From an optimization exercise on the open Yosys and OpenROAD flow, aimed at small area; shortcuts taken in it are not production practice. Only simulation tests tie the RTL to the original design; equivalence was not proved. Power and IR drop assume default switching activity.

==> flow/design.v (outline; a module is shown in full before it is edited, if it fits) <==
// module ldiv: 2224 lines
// module ldiv_group_0: 710 lines
module ldiv #
  (
   parameter 	NUMERATOR_WIDTH = 32,
   parameter 	DENOMINATOR_WIDTH = 32,
   parameter 	QUOTIENT_WIDTH = 32
   )
   (
    input 				      clk,
    input 				      reset,
    input signed [NUMERATOR_WIDTH - 1:0]      numerator_in,
    input [DENOMINATOR_WIDTH - 1:0] 	      denominator_in,
    input 				      valid_in,
    output signed [QUOTIENT_WIDTH - 1:0]      quotient_out,
    output signed [NUMERATOR_WIDTH - 1:0]     remainder_out,
    output 				      valid_out,
    output signed [NUMERATOR_WIDTH - 1 + 1:0] numerator_out,
    output [DENOMINATOR_WIDTH - 1:0] 	      denominator_out
    );
  // ...
==> flow/run.sh <==
#!/bin/bash
# synth_recipe.tcl (not shown) runs the flow's synth.tcl, then flattens the netlist and writes it again
# the make line also repeats each setting of config.mk as NAME=value (left out here)
make -C /OpenROAD-flow-scripts/flow DESIGN_CONFIG=/design/flow/config.mk WORK_HOME=/design/flow/orfs CLKGATE_MAP_FILE= SYNTH_SCRIPT=/design/flow/synth_recipe.tcl finish
==> flow/config.mk <==
export PLATFORM = sky130hd
export DESIGN_NAME = ldiv
export DESIGN_NICKNAME = ldiv
export VERILOG_FILES = /design/flow/design.v
export SDC_FILE = /design/flow/constraint.sdc
export NUM_CORES = 4
export LEC_CHECK = 0
export CAP_MARGIN = 20
export CORE_MARGIN = 2
export CORE_UTILIZATION = 60
export CTS_BUF_LIST = sky130_fd_sc_hd__clkbuf_16
export CTS_CLUSTER_DIAMETER = 120
export CTS_CLUSTER_SIZE = 30
export GPL_TIMING_DRIVEN = 0
export PLACE_DENSITY = 0.75
export SLEW_MARGIN = 20
export SYNTH_HIERARCHICAL = 1
==> flow/constraint.sdc <==
create_clock -name core_clock -period 7.0 [get_ports {clk}]
set_input_delay 1.4000 -clock core_clock [delete_from_list [all_inputs] [get_ports {clk}]]
set_output_delay 1.4000 -clock core_clock [all_outputs]
set_load 0.01 [all_outputs]
==> results.sh, run 1 <==
export IMPL_status="timing/DRC/antenna clean"
export IMPL_p_comb_mw=4.59
export IMPL_buffer_area_frac=0.06294
export IMPL_endpoint_kind="flip-flop"
export IMPL_rows=113
export IMPL_synth_edff_count=0
export IMPL_synth_top_family_by_area="simple AND/OR/NAND/NOR gates"
export IMPL_numCtsBuffers=49
export IMPL_cp_arrival_ps=7430
export IMPL_grt_total_usage=0.2749
export IMPL_hold_end="n4[26]$_DFF_P_"
export IMPL_ys_warn_count=7
export IMPL_critical_path_peak_fanout=6
export IMPL_nNonClkInverters=304
export IMPL_fmaxAchievable_mhz=145.9
export IMPL_switchingPower_mw=5.129
export IMPL_die_h_microns=313.2
export IMPL_io_buffer_count=196
export IMPL_power_clock_mw=3.49
export IMPL_synthTopCellsByArea="dfxtp_1 43%, xnor2_1 10%, xor2_1 4.0%"
export IMPL_place_area_sq_um=60900
export IMPL_r2r_setup_slack_ps=180
export IMPL_cp_top_family="simple AND/OR/NAND/NOR gates"
export IMPL_r2r_start="d4[4]$_DFF_P_"
export IMPL_crit_path_start_kind="primary input"
export IMPL_dieArea_sq_um=98080
export IMPL_placed_cells=7733
export IMPL_clockBufferDepth=3
export IMPL_synth_most_common_cell="dfxtp_1"
export IMPL_met1Wirelength_microns=59060
export IMPL_grt_overflow_total=0
export IMPL_cts_root_buf="clkbuf_16"
export IMPL_clock_skew_ps=44.87
export IMPL_wl_met2_microns=68980
export IMPL_setup_tns_ps=0
export IMPL_switching_share=0.3193
export IMPL_layout_common_cells="1,230 x dfxtp_1, 661 x xnor2_1, 557 x nand2_1, 426 x nor2_1, 285 x inv_1"
export IMPL_route_detailed_drc=0
export IMPL_worst_pin_slew_ps=1145
==> run 2, diff against run 1 <==
--- a/flow/config.mk
+++ b/flow/config.mk
@@ -11,7 +11,6 @@
 export CTS_BUF_LIST = sky130_fd_sc_hd__clkbuf_16
 export CTS_CLUSTER_DIAMETER = 120
 export CTS_CLUSTER_SIZE = 30
-export GPL_TIMING_DRIVEN = 0
 export PLACE_DENSITY = 0.75
 export SLEW_MARGIN = 20
 export SYNTH_HIERARCHICAL = 1
==> results.sh, run 2 <==
export IMPL_antenna_found_initial=1
export IMPL_antenna_left=0
export IMPL_route_detailed_drc=0
export IMPL_endpoint_kind="flip-flop"
export IMPL_place_gp_congestion=0.9294
export IMPL_die_w_microns=313.2
export IMPL_htreeDepth=2
export IMPL_ys_warn_count=7
export IMPL_rows=113
export IMPL_register_area_sq_um=24860
export IMPL_rsz0062_at_grt="yes"
export IMPL_grt_pass1_vias=41940
export IMPL_worstHoldStart="n2[16]$_DFF_P_"
export IMPL_hold_end="n3[16]$_DFF_P_"
export IMPL_synth_area_per_cell_sq_um=9.146
export IMPL_dp_hpwl_microns=104000
export IMPL_powerDensity_nw_per_um2=251.5
export IMPL_worst_skew_pair_late_latency_ps=700
export IMPL_met2_usage=0.4840
export IMPL_drv_cap=0
export IMPL_clk_pin_slew_ps=110
export IMPL_synth_largest_area_cell="dfxtp_1"
export IMPL_start_util=0.6046
export IMPL_layout_drive_gt1_share=0.09225
export IMPL_numCtsBuffers=49
export IMPL_grt_overflow_total=0
export IMPL_cp_arrival_ps=7350
export IMPL_grt_total_usage=0.2646
export IMPL_crit_path_start_kind="primary input"
export IMPL_multi_input_area_sq_um=30190
export IMPL_yosysTopAreaCellShare=0.4332
export IMPL_cts_hold_buf=0
export IMPL_synth_top_cells_by_count="1,241 x dfxtp_1, 687 x xnor2_1, 562 x nand2_1"
export IMPL_finalCriticalPeriod_ps=6787
export IMPL_clock_skew_ps=27.43
export IMPL_hold_violations=0
export IMPL_syn_to_final_growth_pct=10.37
export IMPL_status="timing/DRC/antenna clean"
export IMPL_drt_total_wl_microns=133600
export IMPL_fin_area_sq_um=63300
export IMPL_clockBufferDepth=3
export IMPL_crit_type="in -> reg"
export IMPL_final_cells=7769
export IMPL_viasPerCell=5.725
export IMPL_syn_num_nets=6346
export IMPL_finish_utilization=0.6673
export IMPL_synth_cell_types=125
export IMPL_irDropWorstVdd_v=0.0002642
export IMPL_setup_slack_ps=213.5
export IMPL_r2r_start="d4[19]$_DFF_P_"
export IMPL_syn_inst=6271
export IMPL_cts_tree="done"
export IMPL_first_pass_iters=7
export IMPL_critical_path_peak_fanout=7
export IMPL_layout_common_cells="1,231 x dfxtp_1, 681 x xnor2_1, 562 x nand2_1, 427 x nor2_1, 288 x inv_1"
export IMPL_final_nets=6571
export IMPL_r2r_setup_slack_ps=310
export IMPL_setup_violations=0
export IMPL_ys_seq_elements=1241
export IMPL_finalCritPeriodShare=0.9695
export IMPL_cts_root_buf="clkbuf_16"
export IMPL_wire_per_inst_microns=17.20
export IMPL_busiest_layer="met2"
export IMPL_grt_max_degree=72
export IMPL_die_h_microns=313.2
export IMPL_synth_edff_count=0
export IMPL_initialDrtViolationCount=3119
export IMPL_synthArstFlopShare=0
export IMPL_diodes=0
export IMPL_pin_count=197
export IMPL_fmaxAchievable_mhz=147.4
export IMPL_min_path_cells=0
export IMPL_ff2ff_path_depth=26
export IMPL_pre_cts_ws_ps=-567.4
export IMPL_syn_area_sq_um=57360
export IMPL_vias=44480
export IMPL_r2r_end="R5[1]$_DFF_P_"
export IMPL_drv_slew=0
export IMPL_cp_required_ps=7560
export IMPL_worst_pin_slew_ps=1025
export IMPL_cts_sinks=1241
export IMPL_dieArea_sq_um=98080
export IMPL_leakage_nw=23.98
export IMPL_ys_seq_area_frac=0.4332
export IMPL_placed_cells=7708
export IMPL_synth_ff_type="dfxtp_1"
export IMPL_io_buffer_count=196
export IMPL_synthTopCellsByArea="dfxtp_1 43%, xnor2_1 10%, xor2_1 4.0%"
export IMPL_final_common_cell="dfxtp_1"
export IMPL_grtUsageMet1=0.3206
export IMPL_grt_pass1_wl_microns=215000
export IMPL_slew_limit_headroom=0.3149
export IMPL_synth_most_common_cell="dfxtp_1"
export IMPL_fill_cells=7585
export IMPL_hold_class="reg -> reg"
export IMPL_met3_usage=0.03328
export IMPL_power_mw=15.92
export IMPL_core_region_area_sq_um=94870
export IMPL_place_area_sq_um=61600
## run 2: cell count changes in the layout (fill, tap and decap cells not counted), sizes merged
cell / change
clkbuf: -193
inv: +2
clkdlybuf4s50: +1
clkinvlp: -2
nor4b: +1
buf: +102
bufinv: -1
dlymetal6s2s: -1
clkinv: -3
## run 2: layout make-up
type / instances / share of cell area
multi-input combinational: 4418 / 0.4769
sequential: 1241 / 0.3927
timing repair buffer: 482 / 0.06517
tap: 1265 / 0.02500
clock buffer: 49 / 0.01937
inverter: 304 / 0.01811
clock inverter: 10 / 0.002807
## run 2: how the worst max path moves through the flow
stage / start / endpoint / slack [ps] / depth (start not counted)
finish: denominator_in[24] / R1[0]$_DFF_P_ / 210 / 26
global route: d4[19]$_DFF_P_ / R5[1]$_DFF_P_ / -90 / 26
CTS: n4[16]$_DFF_P_ / R5[1]$_DFF_P_ / 130 / 26
detailed placement: denominator_in[24] / R1[1]$_DFF_P_ / -570 / 27
global placement: denominator_in[24] / R1[0]$_DFF_P_ / -440 / 25
floorplan: denominator_in[15] / R1[0]$_DFF_P_ / 300 / 23
## run 2: what timing repair did
action | 4_1_cts | 5_1_grt
endpoints found under the setup margin | 0 | 159
gates resized for setup | 0 | 56
buffers inserted | 0 | 1
## run 2: Yosys stat by module (local to each module, per instance)
module | cells | times used | flops+latches
ldiv_group_0 | 1494 | 1 | 0
ldiv | 4777 | 1 | 1241
## run 2: power by group
group | switching, mW | internal (mW) | total, mW
clock | 2.14 | 1.32 | 3.46
combinational | 2.37 | 2.05 | 4.42
sequential | 0.477 | 7.56 | 8.04
## run 2: logic make-up after synthesis
logic type | Yosys count | synth area share
AOI/OAI and AO/OA | 1253 | 0.1575
adders and majority gates | 231 | 0.04103
and+or+nand+nor | 1913 | 0.1648
DFF | 1241 | 0.4332
xor gates and xnor gates | 957 | 0.1468
buffers and inverters | 613 | 0.04548
muxes | 63 | 0.01123
## run 2: metal layers
metal	wire length [microns]	up-vias
met1	56260	21060
met2	66960	1104
met5	13	-
met4	4168	2
li1	-	22080
met3	6239	236
## run 2: through the flow
step,hold slack [ps],TNS (ps)
after floorplan,309.6,0
after global placement,309.6,-1972
after detailed placement,312.1,-2720
after CTS,317.1,0
after global routing,324.6,-126.3
final,315.9,0
## run 2: critical path, stage by stage
cell	delay, ps
clkdlybuf4s50_1	510
nor4_2	280
buf_4	160
nand3_1	130
or4_4	470
o41ai_2	360
mux2i_1	150
o21ai_0	170
a21boi_1	110
o31ai_1	310
a211oi_2	180
a211o_1	280
a32oi_1	290
buf_4	190
nor4_4	50
o31ai_2	280
a21o_1	220
inv_2	50
mux2_2	220
nand3_1	110
maj3_2	340
maj3_2	330
maj3_1	360
nor2_2	150
nand2_1	80
xor2_1	140
==> run 3, diff against run 2 <==
==> flow/flow/run.sh (new file) <==
#!/bin/bash
set -euo pipefail
bash standard.sh finish "BUFFER_PORTS_ARGS=-buffer_cell sky130_fd_sc_hd__buf_1" > standard.log 2>&1
==> flow/standard.sh (new file) <==
#!/bin/bash
# synth_recipe.tcl (not shown) runs the flow's synth.tcl, then flattens the netlist and writes it again
# the make line also repeats each setting of config.mk as NAME=value (left out here)
make -C /OpenROAD-flow-scripts/flow DESIGN_CONFIG=/design/flow/config.mk WORK_HOME=/design/flow/orfs CLKGATE_MAP_FILE= SYNTH_SCRIPT=/design/flow/synth_recipe.tcl "${@:-finish}"
removed: flow/run.sh
==> results.sh, run 3 <==
export IMPL_pin_count=197
export IMPL_viasPerCell=5.756
export IMPL_rows=113
export IMPL_grt_total_usage=0.2657
export IMPL_first_pass_iters=6
export IMPL_power_mw=15.67
export IMPL_finalCritPeriodShare=0.9649
export IMPL_pwr_share_seq=0.513
export IMPL_final_nets=6561
export IMPL_dp_hpwl_microns=104600
export IMPL_hold_class="reg -> reg"
export IMPL_synthTopCellsByArea="dfxtp_1 43%, xnor2_1 10%, xor2_1 4.0%"
export IMPL_synth_most_common_cell="dfxtp_1"
export IMPL_clk_pin_slew_ps=110
export IMPL_p_comb_frac=0.271
export IMPL_powerDensity_nw_per_um2=253.2
export IMPL_worst_skew_pair_late_latency_ps=700
export IMPL_route_detailed_drc=0
export IMPL_syn_area_sq_um=57360
export IMPL_cts_tree="done"
export IMPL_pre_cts_ws_ps=-218.4
export IMPL_antenna_found_initial=1
export IMPL_drt_total_wl_microns=134300
export IMPL_cp_arrival_ps=7330
export IMPL_ys_warn_count=7
export IMPL_hold_violations=0
export IMPL_yosysTopAreaCellShare=0.4332
export IMPL_ys_seq_area_frac=0.4332
export IMPL_layout_common_cells="1,236 x dfxtp_1, 679 x xnor2_1, 562 x nand2_1, 427 x nor2_1, 288 x inv_1"
export IMPL_slew_limit_headroom=0.2526
export IMPL_switchingPower_mw=4.948
export IMPL_setup_violations=0
export IMPL_switching_share=0.3158
export IMPL_clockBufferDepth=3
export IMPL_cts_sinks=1241
export IMPL_final_common_cell="dfxtp_1"
export IMPL_worst_pin_slew_ps=1109
export IMPL_antenna_left=1
export IMPL_irDropWorstVdd_v=0.0002711
export IMPL_die_h_microns=313.2
export IMPL_drv_cap=0
export IMPL_setup_slack_ps=245.7
export IMPL_grt_max_degree=72
export IMPL_initialDrtViolationCount=3187
export IMPL_status="failed layout checks"
export IMPL_synthArstFlopShare=0
export IMPL_place_gp_congestion=0.9263
export IMPL_fin_hold_ws_ps=310.4
export IMPL_syn_num_nets=6346
export IMPL_crit_path_start_kind="flip-flop"
export IMPL_synth_edff_count=0
export IMPL_wire_per_inst_microns=17.29
export IMPL_numCtsBuffers=48
export IMPL_setup_tns_ps=0
export IMPL_synth_cell_types=125
export IMPL_ys_seq_elements=1241
export IMPL_synth_area_per_cell_sq_um=9.146
export IMPL_pwr_share_clk=0.216
export IMPL_fmaxAchievable_mhz=148.1
export IMPL_fin_area_sq_um=61890
export IMPL_leakage_nw=23.39
export IMPL_grt_pass1_wl_microns=216400
export IMPL_syn_to_final_growth_pct=7.904
export IMPL_power_internal_mw=10.72
export IMPL_cp_required_ps=7570
export IMPL_layout_drive_gt1_share=0.08884
export IMPL_finalCriticalPeriod_ps=6754
export IMPL_synth_top_cells_by_count="1,241 x dfxtp_1, 687 x xnor2_1, 562 x nand2_1"
export IMPL_crit_type="reg -> reg"
export IMPL_synth_largest_area_cell="dfxtp_1"
export IMPL_failed_checks="antenna violations"
export IMPL_critical_path_peak_fanout=18
export IMPL_endpoint_kind="flip-flop"
export IMPL_syn_inst=6271
export IMPL_die_w_microns=313.2
export IMPL_grt_pass1_vias=42590
export IMPL_vias=44690
export IMPL_io_buffer_count=196
export IMPL_clock_skew_ps=42.84
export IMPL_start_util=0.6046
export IMPL_place_area_sq_um=60310
export IMPL_cts_root_buf="clkbuf_16"
export IMPL_synth_ff_type="dfxtp_1"
export IMPL_htreeDepth=2
export IMPL_drv_slew=0
export IMPL_grt_overflow_total=0
export IMPL_dieArea_sq_um=98080
export IMPL_core_region_area_sq_um=94870
[run 3: kinds of logic after synthesis]
logic type	count (synthesis)	synth area share
adders and majority gates	231	0.04103
muxes	63	0.01123
xor gates and xnor gates	957	0.1468
and+or+nand+nor	1913	0.1648
AOI/OAI and AO/OA	1253	0.1575
buffers and inverters	613	0.04548
DFF	1241	0.4332
[run 3: cell type report]
class	instances	area, sq um
clock buffers	48	1201
inverters	304	1144
fillers	7784	32980
clock inverters	11	133.9
diodes	5	12.51
flip-flops and latches	1241	24850
multi-input cells	4417	30130
well taps	1265	1583
repair buffers	474	2835
[run 3: metrics by stage]
step             util  std cells
6_report       0.6523       7765
4_1_cts        0.6498       7758
5_1_grt        0.6522       7760
3_3_place_gp   0.6357       7699
2_1_floorplan       -       6271
3_5_place_dp   0.6357       7699
[run 3: final timing paths]
path | from | end | slack [ps] | depth (start not counted)
max | d4[19]$_DFF_P_ | R5[1]$_DFF_P_ | 250 | 26
min | Q5[12]$_DFF_P_ | Q6[14]$_DFF_P_ | 310 | 0
max reg2reg | d4[19]$_DFF_P_ | R5[1]$_DFF_P_ | 250 | 26
min reg2reg | Q5[12]$_DFF_P_ | Q6[14]$_DFF_P_ | 310 | 0
[run 3: power by group through the flow]
| stage | Sequential, mW | Combinational (mW) | Clock, mW |
|---|---|---|---|
| after floorplan | 7.97 | 3.30 | 0 |
| after global placement | 8.18 | 4.06 | 0 |
| after detailed placement | 8.20 | 4.15 | 0 |
| after CTS | 8.04 | 4.18 | 3.48 |
| after global routing | 8.11 | 4.66 | 3.73 |
| final | 8.04 | 4.24 | 3.38 |
[run 3: modules after synthesis (local to each module, per instance)]
module,copies in the design,area (sq um)
ldiv_group_0,1,9734
ldiv,1,47620
[run 3: routing by layer]
metal  wire [microns]  GRT usage
met1            56420     0.3250
met2            67320     0.4850
met3             5924    0.02369
met4             4613    0.09624
met5               13          0
[run 3: worst max-delay path: stages, from the launching register on]
cell	delay [ps]
dfxtp_1	330
nor4_1	330
nand4_1	180
or3_4	410
a21oi_4	250
nand3_4	100
buf_4	230
or3_1	370
a211o_1	320
o221ai_2	220
a41oi_2	190
maj3_1	410
maj3_1	380
xnor2_1	170
or3_4	350
a21o_1	190
maj3_2	350
a221oi_2	290
nor4_1	90
buf_4	160
o221ai_4	160
a22oi_1	110
or3_1	440
buf_4	180
a31oi_1	170
o311a_1	200
xnor2_1	60
[run 3: what timing repair did]
item / CTS / global route
hold buffers: 0 / 0
gates resized for setup: 0 / 39
endpoints found under the setup margin: 0 / 119
setup buffers: 0 / 2
==> run 4, diff against run 3 <==
==> flow/run.sh (new file) <==
#!/bin/bash
# synth_recipe.tcl (not shown) runs the flow's synth.tcl, then flattens the netlist and writes it again
# the make line also repeats each setting of config.mk as NAME=value (left out here)
make -C /OpenROAD-flow-scripts/flow DESIGN_CONFIG=/design/flow/config.mk WORK_HOME=/design/flow/orfs CLKGATE_MAP_FILE= SYNTH_SCRIPT=/design/flow/synth_recipe.tcl finish
--- a/flow/config.mk
+++ b/flow/config.mk
@@ -7,10 +7,10 @@
 export LEC_CHECK = 0
 export CAP_MARGIN = 20
 export CORE_MARGIN = 2
-export CORE_UTILIZATION = 60
+export CORE_UTILIZATION = 55
 export CTS_BUF_LIST = sky130_fd_sc_hd__clkbuf_16
 export CTS_CLUSTER_DIAMETER = 120
 export CTS_CLUSTER_SIZE = 30
-export PLACE_DENSITY = 0.75
+export PLACE_DENSITY = 0.7
 export SLEW_MARGIN = 20
 export SYNTH_HIERARCHICAL = 1
removed: flow/flow/run.sh
removed: flow/standard.sh
==> results.sh, run 4 <==
export IMPL_initialDrtViolationCount=2730
export IMPL_cp_top_family="compound AO/OA/AOI/OAI gates"
export IMPL_drt_total_wl_microns=133900
export IMPL_met2_usage=0.4433
export IMPL_final_nets=6625
export IMPL_syn_num_nets=6346
export IMPL_grt_total_usage=0.2439
export IMPL_synth_top_cells_by_count="1,241 x dfxtp_1, 687 x xnor2_1, 562 x nand2_1"
export IMPL_endpoint_kind="flip-flop"
export IMPL_die_h_microns=326.9
export IMPL_hold_class="reg -> reg"
export IMPL_layout_common_cells="1,238 x dfxtp_1, 684 x xnor2_1, 561 x nand2_1, 427 x nor2_1, 336 x buf_4"
export IMPL_clock_skew_ps=32.18
export IMPL_cts_tree="done"
export IMPL_irDropWorstVdd_v=0.0003006
export IMPL_worstHoldStart="n9[27]$_DFF_P_"
export IMPL_final_common_cell="dfxtp_1"
export IMPL_worst_pin_slew_ps=890.6
export IMPL_worst_skew_pair_late_latency_ps=700
export IMPL_clockBufferDepth=3
export IMPL_route_detailed_drc=0
export IMPL_leakage_nw=24.26
export IMPL_finalCriticalPeriod_ps=6801
export IMPL_grt_max_degree=72
export IMPL_synth_cell_types=125
export IMPL_place_gp_congestion=0.9252
export IMPL_vias=44220
export IMPL_finish_utilization=0.6171
export IMPL_slowest_delay_ps=490
export IMPL_grtUsageMet1=0.3013
export IMPL_path_buf_inv=4
export IMPL_clk_pin_slew_ps=110
export IMPL_antenna_found_initial=2
export IMPL_grt_pass1_vias=41710
export IMPL_drv_slew=0
export IMPL_die_w_microns=326.9
export IMPL_start_util=0.5542
export IMPL_synth_area_per_cell_sq_um=9.146
export IMPL_layout_drive_gt1_share=0.09846
export IMPL_hold_end="n10[27]$_DFF_P_"
export IMPL_crit_type="in -> reg"
export IMPL_synth_most_common_cell="dfxtp_1"
export IMPL_grt_pass1_wl_microns=216200
export IMPL_slowest_stage="or4_4"
export IMPL_synthArstFlopShare=0
export IMPL_status="timing/DRC/antenna clean"
export IMPL_setup_tns_ps=0
export IMPL_cts_sinks=1241
export IMPL_htreeDepth=2
export IMPL_ff2ff_path_depth=27
export IMPL_finalCritPeriodShare=0.9716
export IMPL_powerDensity_nw_per_um2=249.5
export IMPL_rows=118
export IMPL_viasPerCell=5.569
export IMPL_fmaxAchievable_mhz=147.0
export IMPL_cts_root_buf="clkbuf_16"
export IMPL_slew_limit_headroom=0.4020
export IMPL_dp_hpwl_microns=105300
export IMPL_cp_required_ps=7550
export IMPL_grt_overflow_total=0
export IMPL_r2r_start="d4[19]$_DFF_P_"
export IMPL_core_region_area_sq_um=103500
export IMPL_diodes=0
export IMPL_antenna_left=0
export IMPL_setup_violations=0
export IMPL_r2r_setup_slack_ps=300
export IMPL_cp_arrival_ps=7350
export IMPL_cts_hold_buf=0
export IMPL_drv_cap=0
export IMPL_critical_path_peak_fanout=5
export IMPL_hold_violations=0
export IMPL_syn_to_final_growth_pct=11.35
export IMPL_fin_area_sq_um=63870
export IMPL_syn_area_sq_um=57360
export IMPL_ys_warn_count=7
export IMPL_synthTopCellsByArea="dfxtp_1 43%, xnor2_1 10%, xor2_1 4.0%"
export IMPL_min_path_cells=0
export IMPL_synth_largest_area_cell="dfxtp_1"
export IMPL_ys_seq_area_frac=0.4332
export IMPL_synth_ff_type="dfxtp_1"
export IMPL_met3_usage=0.02501
export IMPL_synth_edff_count=0
export IMPL_syn_inst=6271
export IMPL_place_area_sq_um=62190
export IMPL_yosysTopAreaCellShare=0.4332
export IMPL_busiest_layer="met2"
export IMPL_rsz0062_at_grt="yes"
export IMPL_numCtsBuffers=48
export IMPL_r2r_end="R5[1]$_DFF_P_"
export IMPL_crit_path_start_kind="primary input"
export IMPL_wire_per_inst_microns=16.86
export IMPL_first_pass_iters=6
export IMPL_power_mw=15.93
export IMPL_pin_count=197
export IMPL_dieArea_sq_um=106900
export IMPL_io_buffer_count=196
export IMPL_ys_seq_elements=1241
[run 4: power by group]
group          internal, mW  switching (mW)  leakage (nW)  total (mW)
combinational          2.08            2.38          13.2        4.46
clock                  1.35            2.10         0.683        3.45
sequential             7.56           0.464          10.4        8.02
total                  11.0            4.95          24.3        15.9
[run 4: area by class of cell]
| type | count | area, sq um |
|---|---|---|
| Inverter | 304 | 1147 |
| Tap cell | 1380 | 1727 |
| Sequential cell | 1241 | 24850 |
| Clock inverter | 13 | 193.9 |
| Timing Repair Buffer | 538 | 4604 |
| Clock buffer | 48 | 1201 |
| Multi-Input combinational cell | 4417 | 30140 |
| Fill cell | 8929 | 39630 |
[run 4: per-stage QoR]
| stage | std cells | setup WS [ps] | hold slack, ps |
|---|---|---|---|
| 3_5_place_dp | 7874 | -880.4 | 312.1 |
| 2_1_floorplan | 6271 | 300.8 | 309.6 |
| 4_1_cts | 7935 | 37.08 | 326.7 |
| 3_3_place_gp | 7874 | -761.1 | 309.9 |
| 6_report | 7941 | 198.7 | 328.0 |
| 5_1_grt | 7941 | -115.0 | 330.4 |
[run 4: modules after synthesis (local to each module, per instance)]
module,cells,times used
ldiv,4777,1
ldiv_group_0,1494,1
[run 4: per-layer routing]
metal	vias to the layer above	share of wire
met2	914	0.50
met4	2	0.031
met3	217	0.037
met1	20910	0.43
li1	22180	-
met5	-	0.000097
[run 4: timing repair]
item,in CTS,in global routing
setup endpoints to repair,4,133
resized for setup,1,44
pin swaps,0,9
setup buffers,0,6
[run 4: cell families after synthesis]
kind of cell    after synthesis  share of synthesized area
simple gates               1913                     0.1648
compound gates             1253                     0.1575
flops                      1241                     0.4332
xor+xnor                    957                     0.1468
buf+inv                     613                    0.04548
fa+ha+maj                   231                    0.04103
mux                          63                    0.01123
[run 4: worst max-delay path by stage]
stage	start	end	slack, ps	depth (start not counted)
floorplan	denominator_in[15]	R1[0]$_DFF_P_	300	23
global placement	denominator_in[22]	R1[0]$_DFF_P_	-760	25
detailed placement	denominator_in[22]	R1[0]$_DFF_P_	-880	25
CTS	denominator_in[22]	R1[0]$_DFF_P_	40	25
global route	denominator_in[30]	R1[0]$_DFF_P_	-120	26
finish	denominator_in[30]	R1[0]$_DFF_P_	200	26
==> run 5, diff against run 4 <==
==> flow/flow/run.sh (new file) <==
#!/bin/bash
set -euo pipefail
bash standard.sh finish "BUFFER_PORTS_ARGS=-buffer_cell sky130_fd_sc_hd__buf_2" > standard.log 2>&1
==> flow/standard.sh (new file) <==
#!/bin/bash
# synth_recipe.tcl (not shown) runs the flow's synth.tcl, then flattens the netlist and writes it again
# the make line also repeats each setting of config.mk as NAME=value (left out here)
make -C /OpenROAD-flow-scripts/flow DESIGN_CONFIG=/design/flow/config.mk WORK_HOME=/design/flow/orfs CLKGATE_MAP_FILE= SYNTH_SCRIPT=/design/flow/synth_recipe.tcl "${@:-finish}"
--- a/flow/config.mk
+++ b/flow/config.mk
@@ -7,10 +7,10 @@
 export LEC_CHECK = 0
 export CAP_MARGIN = 20
 export CORE_MARGIN = 2
-export CORE_UTILIZATION = 55
+export CORE_UTILIZATION = 60
 export CTS_BUF_LIST = sky130_fd_sc_hd__clkbuf_16
 export CTS_CLUSTER_DIAMETER = 120
 export CTS_CLUSTER_SIZE = 30
-export PLACE_DENSITY = 0.7
+export PLACE_DENSITY = 0.75
 export SLEW_MARGIN = 20
 export SYNTH_HIERARCHICAL = 1
removed: flow/run.sh
==> results.sh, run 5 <==
export IMPL_vias=44490
export IMPL_first_pass_iters=5
export IMPL_setup_tns_ps=0
export IMPL_syn_to_final_growth_pct=8.061
export IMPL_synth_top_cells_by_count="1,241 x dfxtp_1, 687 x xnor2_1, 562 x nand2_1"
export IMPL_ys_seq_area_frac=0.4332
export IMPL_die_h_microns=313.2
export IMPL_synth_compound_area_frac=0.1575
export IMPL_cts_root_buf="clkbuf_16"
export IMPL_wire_per_inst_microns=17.39
export IMPL_synth_adder_area_share=0.04103
export IMPL_multi_input_area_sq_um=30130
export IMPL_die_w_microns=313.2
export IMPL_drt_total_wl_microns=134500
export IMPL_io_buffer_count=196
export IMPL_pre_cts_ws_ps=-314.2
export IMPL_synthArstFlopShare=0
export IMPL_crit_type="reg -> reg"
export IMPL_cts_hold_buf=0
export IMPL_diodes=0
export IMPL_worst_skew_pair_late_latency_ps=720
export IMPL_clk_pin_slew_ps=110
export IMPL_drv_slew=0
export IMPL_layout_common_cells="1,234 x dfxtp_1, 681 x xnor2_1, 562 x nand2_1, 427 x nor2_1, 290 x inv_1"
export IMPL_grt_pass1_wl_microns=215600
export IMPL_finalCriticalPeriod_ps=6784
export IMPL_grt_overflow_total=0
export IMPL_cp_required_ps=7600
export IMPL_grt_pass1_vias=42120
export IMPL_drv_cap=0
export IMPL_dieArea_sq_um=98080
export IMPL_synth_largest_area_cell="dfxtp_1"
export IMPL_final_common_cell="dfxtp_1"
export IMPL_fill_cells=7787
export IMPL_hold_class="reg -> reg"
export IMPL_layout_drive_gt1_share=0.1165
export IMPL_synth_xor_area_frac=0.1468
export IMPL_ys_seq_elements=1241
export IMPL_fmaxAchievable_mhz=147.4
export IMPL_dp_hpwl_microns=104100
export IMPL_yosysTopAreaCellShare=0.4332
export IMPL_synth_edff_count=0
export IMPL_worst_pin_slew_ps=1025
export IMPL_final_nets=6538
export IMPL_clockBufferDepth=3
export IMPL_syn_num_nets=6346
export IMPL_route_detailed_drc=0
export IMPL_slowest_delay_ps=430
export IMPL_antenna_left=0
export IMPL_finalCritPeriodShare=0.9692
export IMPL_htreeDepth=2
export IMPL_start_util=0.6046
export IMPL_ys_warn_count=7
export IMPL_hold_violations=0
export IMPL_slew_limit_headroom=0.3153
export IMPL_clock_skew_ps=47.69
export IMPL_setup_slack_ps=215.8
export IMPL_place_gp_congestion=0.9559
export IMPL_slowest_stage="maj3_1"
export IMPL_viasPerCell=5.751
export IMPL_synth_top_family_by_area="simple AND/OR/NAND/NOR gates"
export IMPL_synth_ff_type="dfxtp_1"
export IMPL_critical_path_peak_fanout=18
export IMPL_register_area_sq_um=24850
export IMPL_synthTopCellsByArea="dfxtp_1 43%, xnor2_1 10%, xor2_1 4.0%"
export IMPL_synth_area_per_cell_sq_um=9.146
export IMPL_syn_area_sq_um=57360
export IMPL_synth_simple_area_share=0.1648
export IMPL_pin_count=197
export IMPL_antenna_found_initial=1
export IMPL_cts_sinks=1241
export IMPL_core_region_area_sq_um=94870
export IMPL_grt_max_degree=72
export IMPL_cts_tree="done"
export IMPL_status="timing/DRC/antenna clean"
export IMPL_synth_most_common_cell="dfxtp_1"
export IMPL_cp_top_family="simple AND/OR/NAND/NOR gates"
export IMPL_initialDrtViolationCount=3108
export IMPL_grt_total_usage=0.2653
export IMPL_powerDensity_nw_per_um2=253.1
export IMPL_setup_violations=0
export IMPL_crit_path_start_kind="flip-flop"
export IMPL_leakage_nw=23.85
export IMPL_irDropWorstVdd_v=0.0002725
export IMPL_synth_cell_types=125
export IMPL_path_buf_inv=3
export IMPL_rows=113
export IMPL_syn_inst=6271
export IMPL_numCtsBuffers=48
export IMPL_muxShareOfSynthArea=0.01123
export IMPL_cp_arrival_ps=7380
export IMPL_endpoint_kind="flip-flop"
==> run 5: report_power, final <==
group | switching [mW] | total (mW) | internal, mW
logic | 2.35 | 4.26 | 1.90
registers | 0.485 | 8.05 | 7.56
clock network | 2.11 | 3.39 | 1.28
==> run 5: final cells by class <==
cell class | instances | share of cell area
Timing Repair Buffer | 451 | 0.04692
Clock buffer | 48 | 0.01938
Sequential cell | 1241 | 0.4010
Tap cell | 1265 | 0.02554
Multi-Input combinational cell | 4417 | 0.4862
Clock inverter | 11 | 0.002463
Inverter | 304 | 0.01851
==> run 5: worst reg2reg max path: stages (launching register included) <==
cell and delay (ps):
dfxtp_1 330, nor4_1 330, nand4_1 190, or3_4 400, a21oi_4 290, nand3_4 110
buf_4 220, or3_1 380, a211o_1 300, o221ai_1 260, a41oi_1 230, maj3_1 430
maj3_1 380, xnor2_1 180, or3_4 360, a21o_1 190, maj3_2 340, a221oi_2 300
nor4_1 100, buf_4 160, o221ai_4 170, a22oi_1 120, or3_4 430, buf_4 200
and2_1 160, xnor2_1 120
==> run 5: timing repair <==
action,in CTS,in global routing
setup buffers,0,3
resized for setup,0,47
endpoints found under the setup margin,0,135
==> run 5: modules after synthesis (local to each module, per instance) <==
module,cells inside,cell area [sq um]
ldiv,4777,47620
ldiv_group_0,1494,9734
==> run 5: layer usage <==
layer	wire length [microns]	vias up	share of wire	global-route usage
met5	0	-	0	0
met4	4341	0	0.032	0.09374
met1	56820	21040	0.42	0.3275
met2	66850	1242	0.50	0.4796
li1	-	22000	-	-
met3	6530	220	0.049	0.02640
==> run 5: metrics by stage <==
stage	hold slack, ps	instance area (sq um)	cells	utilization	power, mW
2_1_floorplan	309.6	57360	6271	-	11.27
3_3_place_gp	309.5	60370	7675	0.6364	12.27
3_5_place_dp	312.1	60370	7675	0.6364	12.37
4_1_cts	318.8	61730	7734	0.6506	15.73
5_1_grt	325.1	61980	7737	0.6533	16.51
6_report	318.0	61980	7737	0.6533	15.69
==> run 5: kinds of logic after synthesis <==
kind of cell / Yosys count
simple gates: 1913
buf+inv: 613
fa+ha+maj: 231
mux: 63
flops: 1241
compound gates: 1253
xor+xnor: 957
==> run 5: path summary, 6_finish.rpt <==
path	startpoint	to	slack, ps	cells past startpoint
worst max-delay path	d4[18]$_DFF_P_	R5[3]$_DFF_P_	220	25
worst min-delay path	n7[2]$_DFF_P_	n8[2]$_DFF_P_	320	0
worst max register to register	d4[18]$_DFF_P_	R5[3]$_DFF_P_	220	25
worst min register to register	n7[2]$_DFF_P_	n8[2]$_DFF_P_	320	0
==> run 6, diff against run 5 <==
--- a/flow/config.mk
+++ b/flow/config.mk
@@ -9,8 +9,8 @@
 export CORE_MARGIN = 2
 export CORE_UTILIZATION = 60
 export CTS_BUF_LIST = sky130_fd_sc_hd__clkbuf_16
-export CTS_CLUSTER_DIAMETER = 120
-export CTS_CLUSTER_SIZE = 30
+export CTS_CLUSTER_DIAMETER = 110
+export CTS_CLUSTER_SIZE = 34
 export PLACE_DENSITY = 0.75
 export SLEW_MARGIN = 20
 export SYNTH_HIERARCHICAL = 1
==> results.sh, run 6 <==
export IMPL_antenna_left=0
export IMPL_drv_slew=0
export IMPL_route_detailed_drc=0
export IMPL_syn_to_final_growth_pct=8.074
export IMPL_vias=44540
export IMPL_grt_total_usage=0.2645
export IMPL_numCtsBuffers=45
export IMPL_crit_type="reg -> reg"
export IMPL_layout_common_cells="1,232 x dfxtp_1, 681 x xnor2_1, 562 x nand2_1, 427 x nor2_1, 290 x inv_1"
export IMPL_grt_pass1_vias=42020
export IMPL_pre_cts_ws_ps=-314.2
export IMPL_cts_sinks=1241
export IMPL_synth_most_common_cell="dfxtp_1"
export IMPL_synth_cell_types=125
export IMPL_syn_inst=6271
export IMPL_syn_num_nets=6346
export IMPL_ys_seq_area_frac=0.4332
export IMPL_rows=113
export IMPL_r2r_setup_slack_ps=240
export IMPL_drt_total_wl_microns=134100
export IMPL_setup_slack_ps=243.2
export IMPL_cts_tree="done"
export IMPL_htreeDepth=2
export IMPL_synth_simple_area_share=0.1648
export IMPL_grt_pass1_wl_microns=214900
export IMPL_clock_skew_ps=34.09
export IMPL_synth_adder_area_share=0.04103
export IMPL_cp_arrival_ps=7340
export IMPL_yosysTopAreaCellShare=0.4332
export IMPL_critical_path_peak_fanout=18
export IMPL_finalCriticalPeriod_ps=6757
export IMPL_synth_largest_area_cell="dfxtp_1"
export IMPL_initialDrtViolationCount=3177
export IMPL_ys_warn_count=7
export IMPL_synthArstFlopShare=0
export IMPL_grt_overflow_total=0
export IMPL_clockBufferDepth=3
export IMPL_wire_per_inst_microns=17.33
export IMPL_core_region_area_sq_um=94870
export IMPL_viasPerCell=5.754
export IMPL_diodes=0
export IMPL_synth_compound_area_frac=0.1575
export IMPL_die_w_microns=313.2
export IMPL_crit_path_start_kind="flip-flop"
export IMPL_ys_seq_elements=1241
export IMPL_cp_required_ps=7590
export IMPL_power_mw=15.67
export IMPL_slew_limit_headroom=0.3213
export IMPL_dieArea_sq_um=98080
export IMPL_synth_ff_type="dfxtp_1"
export IMPL_leakage_nw=23.85
export IMPL_finalCritPeriodShare=0.9653
export IMPL_clk_pin_slew_ps=120
export IMPL_dp_hpwl_microns=104100
export IMPL_final_nets=6536
export IMPL_synth_top_family_by_area="simple AND/OR/NAND/NOR gates"
export IMPL_fmaxAchievable_mhz=148.0
export IMPL_finish_utilization=0.6534
export IMPL_grt_max_degree=72
export IMPL_synth_edff_count=0
export IMPL_place_gp_congestion=0.9559
export IMPL_first_pass_iters=6
export IMPL_status="timing/DRC/antenna clean"
export IMPL_irDropWorstVdd_v=0.0002278
export IMPL_cts_root_buf="clkbuf_16"
export IMPL_endpoint_kind="flip-flop"
export IMPL_synthTopCellsByArea="dfxtp_1 43%, xnor2_1 10%, xor2_1 4.0%"
export IMPL_muxShareOfSynthArea=0.01123
export IMPL_fin_hold_ws_ps=327.0
export IMPL_final_common_cell="dfxtp_1"
export IMPL_hold_class="reg -> reg"
export IMPL_die_h_microns=313.2
export IMPL_pin_count=197
export IMPL_syn_area_sq_um=57360
export IMPL_powerDensity_nw_per_um2=252.8
export IMPL_synth_area_per_cell_sq_um=9.146
export IMPL_synth_top_cells_by_count="1,241 x dfxtp_1, 687 x xnor2_1, 562 x nand2_1"
export IMPL_start_util=0.6046
export IMPL_worst_skew_pair_late_latency_ps=690
export IMPL_io_buffer_count=196
export IMPL_synth_xor_area_frac=0.1468
export IMPL_hold_violations=0
export IMPL_worst_pin_slew_ps=1016
export IMPL_antenna_found_initial=0
export IMPL_setup_violations=0
export IMPL_setup_tns_ps=0
export IMPL_drv_cap=0
export IMPL_layout_drive_gt1_share=0.1172
[run 6: per-module statistics from Yosys, one instance, submodules excluded]
module / times used / flip-flops and latches / cell area, sq um / cells
ldiv: 1 / 1241 / 47620 / 4777
ldiv_group_0: 1 / 0 / 9734 / 1494
[run 6: stage by stage]
| step | cell area, sq um | std cells |
|---|---|---|
| 6_report | 61990 | 7740 |
| 5_1_grt | 61990 | 7740 |
| 4_1_cts | 61710 | 7736 |
| 2_1_floorplan | 57360 | 6271 |
| 3_5_place_dp | 60370 | 7675 |
| 3_3_place_gp | 60370 | 7675 |
[run 6: path summary, 6_finish.rpt]
| check | from | endpoint | cells after the start |
|---|---|---|---|
| worst max-delay path | d4[19]$_DFF_P_ | R5[3]$_DFF_P_ | 25 |
| worst min-delay path | Q9[7]$_DFF_P_ | Q10[9]$_DFF_P_ | 0 |
| worst max register to register | d4[19]$_DFF_P_ | R5[3]$_DFF_P_ | 25 |
| worst min register to register | Q9[7]$_DFF_P_ | Q10[9]$_DFF_P_ | 0 |
[run 6: power breakdown]
| part | internal (mW) | switching, mW | total, mW | leakage, nW |
|---|---|---|---|---|
| logic | 1.90 | 2.35 | 4.26 | 12.8 |
| clock network | 1.23 | 2.13 | 3.37 | 0.652 |
| registers | 7.56 | 0.485 | 8.05 | 10.4 |
| total | 10.7 | 4.97 | 15.7 | 23.8 |
[run 6: cell families after synthesis]
logic type / after synthesis
simple gates: 1913
compound gates: 1253
flops: 1241
xor+xnor: 957
buf+inv: 613
fa+ha+maj: 231
mux: 63
[run 6: cell type report]
class / count / area [sq um]
clock buffer: 45 / 1126
sequential: 1241 / 24860
timing repair buffer: 452 / 2915
inverter: 304 / 1147
fill: 7784 / 32880
clock inverter: 16 / 215.2
multi-input combinational: 4417 / 30140
tap: 1265 / 1583
[run 6: critical path, stage by stage, from the launching register on]
cell and delay (ps):
dfxtp_1 330, nor4_1 310, nand4_1 190, or3_4 410
a21oi_4 290, nand3_4 110, buf_4 210, or3_1 370
a211o_1 300, o221ai_1 260, a41oi_1 230, maj3_1 430
maj3_1 380, xnor2_1 180, or3_4 360, a21o_1 190
maj3_2 340, a221oi_2 290, nor4_1 100, buf_4 160
o221ai_4 160, a22oi_1 120, or3_4 430, buf_4 200
and2_1 150, xnor2_1 120
[run 6: routing by layer]
layer | global-route usage | vias up | share of wire
met1 | 0.3260 | 21070 | 0.42
met4 | 0.08884 | 0 | 0.031
li1 | - | 21990 | -
met3 | 0.02964 | 225 | 0.050
met5 | 0 | - | 0
met2 | 0.4784 | 1247 | 0.50
[run 6: what timing repair did]
item                                    CTS  global route
setup buffers                             0             4
endpoints found under the setup margin    0           138
hold buffers                              0             0
resized for setup                         0            51

==> afterwards: timing with drivers on the ports <==
How much do the figures lean on ideal ports? The routed layouts below were timed once more, with nothing changed but the port constraints.
Step 1 sets driving cells, clkbuf_16 on the clock port and buf_2 on the other inputs (assumed; they add their load-dependent delay and slew).
Step 2 adds t to the input delays and takes it off the output delays; t is the mean of the earliest and latest rising clock arrival at the registers after step 1. Input paths then give back, and output paths get back, about the clock's delay inside the block.
a / b / c = no drivers / after step 1 / after step 2; a / b = the first two.
| run | t, ns | setup slack, ns | latest minus earliest clock arrival (ns) | worst data-port slew with drivers (ns) |
|---|---|---|---|---|
| run 1 | 0.762 | 0.147 / 0.181 / -0.574 | 0.052 / 0.053 | 0.05 |
| run 2 | 0.759 | 0.213 / 0.263 / -0.496 | 0.035 / 0.036 | 0.07 |
| run 3 | 0.748 | 0.246 / 0.246 / -0.220 | 0.045 / 0.046 | 0.05 |
| run 4 | 0.750 | 0.199 / 0.247 / -0.503 | 0.047 / 0.048 | 0.08 |
| run 5 | 0.764 | 0.216 / 0.216 / -0.426 | 0.053 / 0.054 | 0.04 |
| run 6 | 0.748 | 0.243 / 0.243 / -0.367 | 0.038 / 0.038 | 0.04 |
For run 1, which loses most, drivers alone change the setup slack by +0.034 ns; drivers and shift together by -0.721 ns.
